Context: an optimization exercise on an open-source flow, tuned for a short achievable clock period and few clock cycles. The choices shown serve that exercise and are no tape-out recipe. In this exercise RTL edits were held to simulation tests only and were not proved equivalent to the original. Power is estimated from default activity; no workload was simulated.

**flow/run.sh**
```bash
#!/bin/bash
# synth_recipe.tcl (not shown) runs the flow's synth.tcl, then flattens the netlist and writes it again
# the make line also repeats each setting of config.mk as NAME=value (left out here)
make -C /OpenROAD-flow-scripts/flow DESIGN_CONFIG=/design/flow/config.mk WORK_HOME=/design/flow/orfs CLKGATE_MAP_FILE= SYNTH_SCRIPT=/design/flow/synth_recipe.tcl finish
```
**flow/config.mk**
```make
export PLATFORM = sky130hd
export DESIGN_NAME = MIPS
export DESIGN_NICKNAME = MIPS
export VERILOG_FILES = /design/flow/design.v
export SDC_FILE = /design/flow/constraint.sdc
export NUM_CORES = 4
export LEC_CHECK = 0
export CAP_MARGIN = 20
export CORE_MARGIN = 2
export CORE_UTILIZATION = 40
export PLACE_DENSITY = 0.6
export SETUP_SLACK_MARGIN = 3.5
export SLEW_MARGIN = 20
```
**flow/constraint.sdc**
```tcl
create_clock -name core_clock -period 11.5 [get_ports {clk}]
set_input_delay 2.3000 -clock core_clock [delete_from_list [all_inputs] [get_ports {clk}]]
set_output_delay 2.3000 -clock core_clock [all_outputs]
set_load 0.01 [all_outputs]
```
**flow/design.v**
```verilog
`timescale 1ns/1ns
module Adder(input [31:0]a, b, output [31:0] s, c);
	assign {c, s} = a + b;
endmodule
`timescale 1ns/1ns
module Mux5bit(input [4:0] a, b, input s, output [4:0] w);
	assign w = s == 1'b0 ? a : b;
endmodule
`timescale 1ns/1ns
module Mux32bit(input [31:0]a, b, input s, output [31:0] w);
	assign w = s == 1'b0 ? a : b;
endmodule
`timescale 1ns/1ns
module Shifter(input [31:0] a, output [31:0] w);
	assign w = {a[29:0], 2'b0};
endmodule
`timescale 1ns/1ns
module Signex16(input [15:0] a, output [31:0] w);
	assign w = a[15] == 1'b0 ? {16'b0000000000000000, a} : {16'b1111111111111111, a};
endmodule
`timescale 1ns/1ns
module Signex26(input[25:0] a, output [31:0] w);
	assign w = a[25] == 1'b0 ? {6'b000000, a} : {6'b111111, a};
endmodule
`timescale 1ns/1ns
module PC(input clk, rst, input[31:0] a, output reg[31:0] w);
	always@(posedge clk, posedge rst) begin
		if(rst)
			w <= 32'b00000000000000000000000000000000;
		else
			w <= a;
	end
endmodule
module Reg(input clk,input rst,input Regwf,input [4:0]r1,input [4:0]r2,input [4:0]Regwadd,input [31:0]Regwdata,output [31:0]R1,output [31:0]R2);
  wire [31:0]register[0:31];
  assign register[0]=32'b00000000000000000000000000000000;
  genvar i;
  generate
    for(i=1;i<32;i=i+1)begin:regs
      reg [31:0]q;
      if(i==29)begin:sp
        always@(posedge clk,posedge rst)begin
          if(rst==1)
            q<=32'b00000000000000011000011010100000;
          else if(Regwf==1 && Regwadd==i)
            q<=Regwdata;
        end
      end
      else begin:gp
        always@(posedge clk)begin
          if(rst==0 && Regwf==1 && Regwadd==i)
            q<=Regwdata;
        end
      end
      assign register[i]=q;
    end
  endgenerate
  assign R1=register[r1];
  assign R2=register[r2];
endmodule
module ALU(input [31:0]a,input [31:0]b,input [2:0]ctrl,output reg zero,output reg [31:0]ALUres);
  always@(a,b,ctrl)begin
    if(ctrl==3'b000)
      ALUres=a+b;
    else if(ctrl==3'b001)
      ALUres=a-b;
    else if(ctrl==3'b010)
      ALUres=a&b;
    else if(ctrl==3'b011)
      ALUres=a|b;
    else begin
      if(a<b)
        ALUres=32'b00000000000000000000000000000001;
      else
        ALUres=32'b00000000000000000000000000000000;
    end
    if(ALUres==32'b00000000000000000000000000000000)
      zero=1;
    else
      zero=0;
  end
endmodule
`timescale 1ns/1ns
module DataPath(input clk, rst, Regwf, Memwf, input[9:0] sel, input[2:0] ALUctrl, output[5:0] opcode, func, output zero,
	output [31:0] imem_addr, input [31:0] imem_rdata,
	output [31:0] dmem_addr, output [31:0] dmem_wdata, output dmem_we, input [31:0] dmem_rdata);
	wire [31:0] FOUR = 32'b00000000000000000000000000000100;
	wire [4:0] TWENTY_NINE = 5'b11101;
	wire c1, c2;
	wire [31:0] pcIn, pcOut, insOut, Regwdata, R1, R2, se16Out, se26Out;
	wire [31:0] AluInb, ALUres, m3Out, m4Out, m5Out, m6Out, adder1Out, ShifterOut, adder2Out, Memwdata, R;
	wire [4:0] r1, r2, Regwadd, m2Out;
	PC pc(clk, rst, pcIn, pcOut);
	Adder adder1(FOUR, pcOut, adder1Out, c1);
	assign imem_addr = pcOut;
	assign insOut = imem_rdata;
	assign opcode = insOut[31:26];
	assign func = insOut[5:0];
	Mux5bit m0(TWENTY_NINE, insOut[25:21], sel[0], r1);
	assign r2 = insOut[20:16];
	Mux5bit m1(r2, insOut[15:11], sel[1], m2Out);
	Mux5bit m2(r1, m2Out, sel[2], Regwadd);
	Signex16 signex16(insOut[15:0], se16Out);
	Signex26 signex26(insOut[25:0], se26Out);
	Mux32bit m3(se16Out, se26Out, sel[3], m3Out);
	Reg regg(clk, rst, Regwf, r1, r2, Regwadd, Regwdata, R1, R2);
	Mux32bit m4(R2, m3Out, sel[4], m4Out);
	Mux32bit m5(m4Out, FOUR, sel[5], AluInb);
	Mux32bit m6(R1, m3Out, sel[6], m6Out);
	Shifter shl2(m6Out, ShifterOut);
	Adder adder2(adder1Out, ShifterOut, adder2Out, c2);
	Mux32bit m7(adder1Out, adder2Out, sel[7], pcIn);
	ALU alu(R1, AluInb, ALUctrl, zero, ALUres);
	Mux32bit m8(R2, adder1Out, sel[8], Memwdata);
	assign dmem_addr = ALUres;
	assign dmem_wdata = Memwdata;
	assign dmem_we = Memwf & ~rst;
	assign R = dmem_rdata;
	Mux32bit m9(ALUres, R, sel[9], Regwdata); 
endmodule
module Controller(input [5:0]opcode,input [5:0]func,input zero,output reg Regwf,output reg Memwf,output reg [2:0]ALUctrl,output reg [9:0]sel);
  always@(opcode,func,zero)begin
    Regwf=0;
    Memwf=0;
    ALUctrl=3'b000;
    sel=10'b0000000000;
    if(opcode==6'b000000)begin
      Regwf=1;
      Memwf=0;
      ALUctrl=func[2:0];
      sel[0]=1;
      sel[1]=1;
      sel[2]=1;
      sel[4]=0;
      sel[5]=0;
      sel[7]=0;
      sel[9]=0;
    end
    else if(opcode[5:3]==3'b001)begin
      Regwf=1;
      Memwf=0;
      ALUctrl=opcode[2:0];
      sel[0]=1;
      sel[1]=0;
      sel[2]=1;
      sel[3]=0;
      sel[4]=1;
      sel[5]=0;
      sel[7]=0;
      sel[9]=0;
    end
    else if(opcode[5:3]==3'b010)begin
      ALUctrl=3'b000;
      if(opcode[2:0]==3'b000)begin
        Regwf=1;
        Memwf=0;
      end
      else begin
        Regwf=0;
        Memwf=1;
      end
      sel[0]=1;
      sel[1]=0;
      sel[2]=1;
      sel[3]=0;
      sel[4]=1;
      sel[5]=0;
      sel[7]=0;
      sel[8]=0;
      sel[9]=1;
    end
    else if(opcode[5:3]==3'b011)begin
      if(opcode[2:0]==3'b000)begin
        Regwf=0;
        Memwf=0;
        sel[3]=1;
        sel[6]=1;
        sel[7]=1;
      end
      else if(opcode[2:0]==3'b001)begin
        Regwf=0;
        Memwf=0;
        sel[0]=1;
        sel[6]=0;
        sel[7]=1;
      end
      else if(opcode[2:0]==3'b010)begin
        Regwf=1;
        Memwf=1;
        ALUctrl=3'b000;
        sel[0]=0;
        sel[2]=0;
        sel[3]=1;
        sel[5]=1;
        sel[6]=1;
        sel[7]=1;
        sel[8]=0;
        sel[9]=0;
      end
      else begin
        Regwf=0;
        Memwf=0;
        ALUctrl=3'b001;
        sel[0]=1;
        sel[3]=0;
        sel[4]=0;
        sel[5]=0;
        sel[6]=1;
        if((opcode[2:0]==3'b011 && zero==1) || (opcode[2:0]==3'b100 && zero==0))
          sel[7]=1;
        else
          sel[7]=0;
      end
    end
  end
endmodule
module MIPS(input clk,input rst,
  output [31:0] imem_addr,input [31:0] imem_rdata,
  output [31:0] dmem_addr,output [31:0] dmem_wdata,output dmem_we,input [31:0] dmem_rdata);
  wire Regwf,Memwf,zero;
  wire[2:0]ALUctrl;
  wire[5:0] opcode,func;
  wire[9:0] sel;
  DataPath datapath(clk,rst,Regwf,Memwf,sel,ALUctrl,opcode,func,zero,imem_addr,imem_rdata,dmem_addr,dmem_wdata,dmem_we,dmem_rdata);
  Controller controller(opcode,func,zero,Regwf,Memwf,ALUctrl,sel);
endmodule
```
==> results.txt <==
- The run finished with no timing, DRC or antenna violations.
- In the routed design, unresolved DRC markers number 0.
- The routed wirelength normalized by instance count is 43.0 µm.
- The detail route stage leaves a number of antenna-violating nets equal to 0.
- The number of primary I/O pins is 163.
- The highest ir drop seen on vdd is 0.000288 V.
- Summed over all nets, the switching power comes to 5.31 mW.
- In this design, the stage delay of the slowest critical-path cell is 0.54 ns.
- For this block, the via count after detailed routing is 49,300.
- The total overflow left after global routing is 0.
- The fraction of power consumed by the clock network is 25.0%.
- Summing every instance area after synthesis gives 50,500 µm².
- The wire length of the first global-routing pass is 375,000 µm.
- On the final layout, the worst clock skew is 0.0575 ns.
- The cell at the root of the clock tree is clkbuf_16.
- TritonCTS built the clock tree.
- Dividing the synthesized area by the synthesized cell count gives ~12 µm².
- The total stage count of the critical path is 27.
- In this run, flip-flops and latches consume 35.0% of the power.
- After the first detailed-routing iteration, the DRC count stood at between 10,000 and 15,000.
- The number of cells produced by synthesis is 4,047.
- In this run, synthesis produced a sequential element count of a little over 1,000.
- The first detailed-routing pass ran for 14 iterations.
- After synthesis, the netlist uses 89 different library cells.
- The most numerous cell on the critical path is buf_6.
- The gate family responsible for the most delay along the worst path is simple AND/OR/NAND/NOR gates.
- The number of pins exceeding their max-slew limit in the final report is 0.
- The setup path with the least slack is of type input pin to primary output.
- Once the floorplan was initialized, standard cells occupied 40.3% of the core.
- The top fanout value on the critical path is 5.
- Dividing total power by cell area gives a power density of ~220 nW/µm².
- Wires add up to approximately 280,000 µm.
- The floorplan core area is 125,000 µm².
- In this run, the combinational gates consume between 30% and 40% of the power.
- The floorplan row count is 130.
- The number of antenna violations at the first check in global routing is 16.
- The die is 359 µm tall.
- The number of maximum-capacitance violations is 0.
- The H-tree level count is 3.
- Together, buffers and inverters on the worst path number 7.
- The ratio of routed vias to standard cells is 7.51.
- The clock period could shrink to 9.97 ns.
- The maximum clock path buffer count is 3.
- Clock tree synthesis inserted a total of about 110 buffers.
- The Yosys step of the flow raised 6 warnings.
- The number of enable-type register cells in the synthesized netlist is 960.
- The data arrival time of the worst path is between 7 and 8 ns.
- The share of layout cells above drive strength 1 is 31.1%.
- In the synthesized netlist the dominant register cell turns out to be edfxtp_1.
- The final layout contains around 5,000 nets.
- The number of endpoints failing setup at the final stage is 0.
- The fraction of synthesis flops using an asynchronous set or reset pin is 6.07%.
- Clock tree synthesis found a total of 1,022 sinks.
- The internal power consumption is 9.32 mW.
- Global routing used 41.9% of the available tracks.
- Leaving out fill and tap cells, the most frequent cell in the layout is edfxtp_1.
- The number of hold violations in the final report is 0.
- The worst setup path is captured at a primary output.
- The final critical path takes up 86.7% of the cycle.
- The worst path required time is 9.20 ns.
- The slowest stage of the critical path is the or3b_4 cell.
- The switching power share of the total is 36.3%.
- Sequential elements use 60.2% of the synthesized area.
- The die area is 129,000 µm².
- The post-DP HPWL is 172,000 µm.
- Headroom to the max-slew limit came out at between 20 and 25%.
- Derived from the worst setup path, the maximum achievable clock frequency is 0.100 GHz.
- The worst register-to-register path has a depth of 27.
- Setup repair after global routing could not meet its margin everywhere.
- The top cell types in the final layout, fill and taps aside, are 960 x edfxtp_1, 577 x buf_4, 477 x a22oi_1, 207 x a22o_1, 173 x a221oi_1.
- Measured along the x axis, the die boundary spans 359 µm.
- The leakage power figure is ~24 nW.
- The worst hold path passes through 2 cells.
- Routability-driven placement finished with a final weighted congestion of about 1.
- The post-route worst hold slack is 0.488 ns.
- The count of buffers added on input and output ports is 160.
- The slew of the pin with the lowest slew margin is 1.15 ns.
- The maximum number of pins on one net before global-route repair is 59.
- After clock tree synthesis, the clock-pin slew on the worst setup and hold paths is 0.06 ns.
- The worst setup path is launched from an input pin.
- Compared with the post-synthesis result, the final layout area differs by 33.5%.
- The clock latency on the worst-skew pair is 0.75 ns.
- The min-delay analysis places its worst path in the category register to register.
- The final setup TNS is 0 ns.
- The via count of the first global-routing pass is 45,700.
[cells in the mapped netlist (9+ instances only)]
master / number / area [µm²]
edfxtp_1: 960 / 28800
a22oi_1: 485 / 3640
nor2_1: 255 / 957
clkbuf_1: 229 / 860
a221oi_1: 214 / 1870
a22o_1: 210 / 1840
nand2_1: 182 / 683
nand3_1: 149 / 746
a21oi_1: 131 / 656
inv_1: 130 / 488
ha_1: 126 / 1580
nand4_1: 122 / 763
o21ai_0: 68 / 340
a222oi_1: 64 / 641
dfrtp_1: 56 / 1400
or3_1: 53 / 332
xnor2_1: 44 / 385
mux2_2: 43 / 484
buf_1: 32 / 120
nor3_1: 31 / 155
o211ai_1: 31 / 233
or4_1: 28 / 210
nand2b_1: 23 / 144
xor2_1: 23 / 201
o22ai_1: 22 / 138
a211oi_1: 19 / 143
nor2b_1: 19 / 119
and3_1: 18 / 113
o21a_1: 18 / 135
a21o_1: 16 / 120
a31oi_1: 14 / 87.6
o31ai_1: 14 / 105
o21bai_1: 13 / 97.6
or2_2: 13 / 81.3
and2_1: 12 / 75.1
mux2_1: 11 / 124
a21oi_2: 10 / 87.6
buf_2: 9 / 45.0
mux2i_1: 9 / 90.1
nor4_1: 9 / 56.3
[power groups by stage]
| stage | clock, mW | combinational [mW] | sequential, mW |
|---|---|---|---|
| 4_1_cts | 3.65 | 5.26 | 5.12 |
| 5_1_grt | 3.79 | 6.10 | 5.14 |
| 3_3_place_gp | 0 | 4.50 | 5.20 |
| 6_report | 3.66 | 5.84 | 5.13 |
| 3_5_place_dp | 0 | 4.53 | 5.20 |
| 2_1_floorplan | 0 | 2.55 | 5.19 |
[logic make-up after synthesis]
| group | Yosys count | share of synthesized area [%] |
|---|---|---|
| buffers and inverters | 411 | 3.19 |
| muxes | 63 | 1.38 |
| adders and majority gates | 129 | 3.24 |
| DFF | 1022 | 60.2 |
| other | 1 | 0.00743 |
| and+or+nand+nor | 938 | 9.20 |
| AOI/OAI and AO/OA | 1416 | 21.6 |
| xor gates and xnor gates | 67 | 1.16 |
[worst register-to-register path, cell delays in order, from the launching register on]
cell and delay, ns:
edfxtp_1 0.43, a22o_1 0.22, a221oi_1 0.23, nand3_1 0.15, or4_4 0.60, nor2_1 0.14
a21oi_1 0.04, or2_2 0.32, ha_4 0.34, nor2b_4 0.19, o21ai_4 0.07, o21ai_2 0.21
nand4_1 0.28, nand3b_1 0.23, nand4_1 0.12, buf_6 0.17, a2111oi_4 0.31, nor4_1 0.08
or3b_4 0.54, buf_4 0.25, nor4_2 0.27, buf_4 0.16, and4b_2 0.33, nand4b_1 0.19
a31oi_4 0.23, buf_6 0.17, buf_12 0.14, mux2_4 0.30
[worst paths after layout]
path / from / end / slack, ns
max: imem_rdata[28] / dmem_addr[28] / 1.53
max in group asynchronous: rst / datapath.regg.regs[29].q[3] / 7.99
min reg2reg: datapath.regg.regs[29].q[9] / datapath.regg.regs[29].q[9] / 0.49
min: datapath.regg.regs[29].q[9] / datapath.regg.regs[29].q[9] / 0.49
max reg2reg: datapath.regg.regs[18].q[2] / datapath.pc.w[4] / 4.63
min in group asynchronous: rst / datapath.pc.w[15] / 2.10
[state kept, by name, indices dropped and copies added, names as in the netlist]
| register | cells |
|---|---|
| datapath.pc.w | 30 |
| datapath.regg.regs.q | 992 |
[routing by layer]
metal	wire [µm]	part of all wire (%)	global-route usage [%]	vias to the layer above
met5	111	0.039	0.296	-
met4	28200	10	29.6	12
met3	51900	18	21.3	1855
met2	111000	39	58.4	5625
met1	91400	32	49.7	23700
li1	-	-	-	18200
[area by class of cell]
type	count	area (µm²)
Fill cell	10300	58000
Sequential cell	1022	30400
Multi-Input combinational cell	2616	21700
Timing Repair Buffer	932	9070
Clock buffer	126	2830
Tap cell	1650	2060
Clock inverter	76	805
Inverter	130	503
Antenna cell	19	47.5
[per-stage QoR]
step / area, µm² / cells / power, mW / utilization (%) / setup WS [ns]
after floorplan: 51600 / 4048 / 7.74 / - / 2.75
after global placement: 57500 / 5939 / 9.70 / 45.8 / 0.207
after detailed placement: 57600 / 5942 / 9.73 / 45.9 / 0.141
after CTS: 65900 / 6474 / 14.0 / 52.6 / 1.74
after global routing: 67400 / 6557 / 15.0 / 53.7 / 1.48
final: 67400 / 6571 / 14.6 / 53.7 / 1.53
[repair_timing]
item / 4_1_cts / 5_1_grt
hold buffers: 0 / 0
cloned: 4 / 6
setup endpoints to repair: 647 / 92
pin swaps: 216 / 130
buffers inserted: 326 / 71
gates resized for setup: 572 / 165
Testbench counts, summed over its fixed seeds: cycles 74,727.

==> re-timing with driven ports <==
In the flow no input, the clock included, has a driving cell. The finished layout below was timed again as built, in two steps.
Step 1 assumes that a clkbuf_16 drives the clock port and a buf_2 every other input.
Step 2 times the ports against the registers' clock, not the clock port: input delays grow and output delays shrink by t, the midpoint of the rising clock arrivals with the driver on.
Slacks: ideal ports / drivers / drivers and shift; pairs: ideal ports / drivers.
t, ns: 0.794
setup WS [ns]: 1.527 / 1.483 / 1.483
hold slack, ns: 0.488 / 0.488 / 0.488
worst register clock-pin slew, ns: 0.07 / 0.07
worst data-port slew with drivers (ns): 0.18
After both steps setup and hold are still met in this run. The setup slack of this run moves by -0.044 ns with the drivers and by -0.044 ns with both steps.
